Background: an optimization exercise with open tools, aiming at small area and a short achievable clock period. Do not read the settings as production practice.
Only simulation tests tie the RTL to the original design; equivalence was not proved.
Power figures rest on the tool's default switching activity, not on a simulated workload.

// fast_float_mult
module fast_float_mult(clk, rst, i_cip, i_vstart, i_vector_length, i_v0, i_v1, i_v2, i_v3,
                       i_v4, i_v5, i_v6, i_v7, i_sj, i_sk, o_busy, o_result);
export LEC_CHECK = 0
export ABC_AREA = 1
export CAP_MARGIN = 20
export CORE_MARGIN = 2
export CORE_UTILIZATION = 40
export CTS_BUF_LIST = sky130_fd_sc_hd__clkbuf_8
export PLACE_DENSITY = 0.6
export SLEW_MARGIN = 20
export SYNTH_HIERARCHICAL = 1
export SYNTH_MINIMUM_KEEP_SIZE = 0
create_clock -name core_clock -period 11.0 [get_ports {clk}]
standard.sh (not shown) runs the stock make flow with config.mk's settings and CLKGATE_MAP_FILE= SYNTH_SCRIPT=/design/flow/synth_recipe.tcl, a recipe that flattens the netlist after the stock synthesis.
==> flow/flow/run.sh <==
#!/bin/bash
# The standard layout (the standard.sh, the same ORFS steps and scripts), with
# - ABC's area script mapping with amap (area-oriented mapper) instead of map:
#   ORFS's scripts are copied to scripts_amap/ here and only abc_area.script is
#   replaced by flow/abc_area.script (registers are mapped before ABC runs and
#   are not touched by it);
# - plain buffers (buf_1, resized by the repair steps like any other cell) on
#   the ports instead of the delay buffers buffer_ports picks by default.
# Each ORFS step logs to orfs/logs/; make's own output goes to make.log here.
set -euo pipefail
rm -rf scripts_amap
cp -r "$FLOW_HOME/scripts" scripts_amap
cp flow/abc_area.script scripts_amap/abc_area.script
bash standard.sh "SCRIPTS_DIR=$PWD/scripts_amap" SETUP_SLACK_MARGIN=7.35 \
  "BUFFER_PORTS_ARGS=-buffer_cell sky130_fd_sc_hd__buf_1" finish > make.log 2>&1
==> flow/flow/abc_area.script <==
strash
dch
amap
topo
stime -c
buffer -c
upsize -c
dnsize -c
The starting point went through all stages and came out clean.
Change:
--- a/flow/flow/run.sh
+++ b/flow/flow/run.sh
@@ -14 +14 @@
-bash standard.sh "SCRIPTS_DIR=$PWD/scripts_amap" SETUP_SLACK_MARGIN=7.35 \
+bash standard.sh "SCRIPTS_DIR=$PWD/scripts_amap" SETUP_SLACK_MARGIN=7.5 \
Settings changed: CTS_BUF_LIST sky130_fd_sc_hd__clkbuf_8 to unset.
=> Die area does not change; worst setup slack gets better by 0.0082 ns; wire length rose by about 2.8%; area after synthesis is unchanged; core utilization rose by 0.88 points; sequential share of layout area fell by 0.42 points; cell area rose by about 2%; flip-flop and latch count is unchanged.
Change:
--- a/flow/flow/run.sh
+++ b/flow/flow/run.sh
@@ -14 +14 @@
-bash standard.sh "SCRIPTS_DIR=$PWD/scripts_amap" SETUP_SLACK_MARGIN=7.5 \
+bash standard.sh "SCRIPTS_DIR=$PWD/scripts_amap" SETUP_SLACK_MARGIN=7.6 \
Settings changed: CORE_UTILIZATION 40 to 55, PLACE_DENSITY 0.6 to 0.7.
Outcome: With this change the flow died in global routing (5_1_grt) with GRT-0232. Area after synthesis does not change. Synthesized cell count does not change.
Change:
--- a/flow/flow/run.sh
+++ b/flow/flow/run.sh
@@ -14 +14 @@
-bash standard.sh "SCRIPTS_DIR=$PWD/scripts_amap" SETUP_SLACK_MARGIN=7.6 \
+bash standard.sh "SCRIPTS_DIR=$PWD/scripts_amap" SETUP_SLACK_MARGIN=7.5 \
Settings changed: CORE_UTILIZATION 55 to 45, PLACE_DENSITY 0.7 to 0.62.
The new run ran to the end with no violations.
Synthesized area stays the same.
Synthesized cell count does not change.
Change:
==> flow/flow/run.sh (replaced) <==
#!/bin/bash
# The standard layout (the standard.sh: unchanged synthesis and steps), with
# - plain buffers (buf_1, resized by the repair steps like any other cell) on the
#   ports instead of the delay buffers buffer_ports picks by default.
# Each ORFS step logs to orfs/logs/; make's own output goes to make.log here.
set -euo pipefail
bash standard.sh SETUP_SLACK_MARGIN=7.35 "BUFFER_PORTS_ARGS=-buffer_cell sky130_fd_sc_hd__buf_1" finish > make.log 2>&1
Settings changed: CORE_UTILIZATION 45 to 40, PLACE_DENSITY 0.62 to 0.6.
removed: flow/flow/abc_area.script
Result: Routed wire length falls by 9.9%; setup slack gets worse by 0.16 ns; synthesized cell count stays flat; clock power goes down by about 5%; hold slack gets worse by 0.042 ns; non-clock buffer count drops by 115; design area rises by 1.1%; via count decreases by 9.2%; core utilization is lower by 7.5 points; register-to-register slack is worse by 0.16 ns; die area rose by 18%.
Change:
==> flow/flow/run.sh (replaced) <==
#!/bin/bash
# The standard layout (the standard.sh, the same ORFS steps and scripts), with
# - ABC's area script mapping with amap (area-oriented mapper) instead of map:
#   ORFS's scripts are copied to scripts_amap/ here and only abc_area.script is
#   replaced by flow/abc_area.script (registers are mapped before ABC runs and
#   are not touched by it);
# - plain buffers (buf_1, resized by the repair steps like any other cell) on
#   the ports instead of the delay buffers buffer_ports picks by default.
# Each ORFS step logs to orfs/logs/; make's own output goes to make.log here.
set -euo pipefail
rm -rf scripts_amap
cp -r "$FLOW_HOME/scripts" scripts_amap
cp flow/abc_area.script scripts_amap/abc_area.script
bash standard.sh "SCRIPTS_DIR=$PWD/scripts_amap" SETUP_SLACK_MARGIN=7.35 \
  "BUFFER_PORTS_ARGS=-buffer_cell sky130_fd_sc_hd__buf_1" finish > make.log 2>&1
==> flow/flow/abc_area.script (new file) <==
strash
dch
amap
topo
stime -c
buffer -c
upsize -c
dnsize -c
Result:
- The new run produced a clean layout
- synthesized area is lower by 4.7%
- via count is higher by 7.3%
- final cell count falls by 1.2%
- setup slack is better by 0.0041 ns
- total power went down by 13%
- first-iteration DRC count came out higher by 35%
- design area decreases by 3.8%
- register-to-register slack improves by 0.08 ns
- count of clock-buffer cells in the layout came out lower by 4
- die area fell by 4.7%

separate check: timing with driven ports:
The flow's constraints put no driver on any port. The routed layouts listed below were extracted and timed again, unchanged, in two steps.
Step 1, drivers: a clkbuf_16 drives clk and a buf_2 each remaining input, both assumed.
Step 2 also shifts input and output timing later by t, the mid clock arrival at the registers, as if the neighbouring blocks saw the same clock.
Slacks: ideal ports / drivers / drivers and shift; pairs: ideal ports / drivers.
run | t, ns | setup WS [ns] | latest minus earliest clock arrival (ns) | pins driven straight from the clock port
the first run | 1.065 | 7.322 / 7.254 / 6.457 | 0.086 / 0.086 | 1
the second run | 0.892 | 7.330 / 7.330 / 6.554 | 0.050 / 0.050 | 1
the fourth run | 0.891 | 7.354 / 7.354 / 6.624 | 0.103 / 0.103 | 1
the fifth run | 0.901 | 7.198 / 7.198 / 6.518 | 0.109 / 0.109 | 1
the sixth run | 0.875 | 7.202 / 7.279 / 6.406 | 0.046 / 0.046 | 1
After both steps setup and hold are still met in every run listed. The setup slack of the first run, which loses most, moves by -0.068 ns with the drivers and by -0.865 ns with both steps.
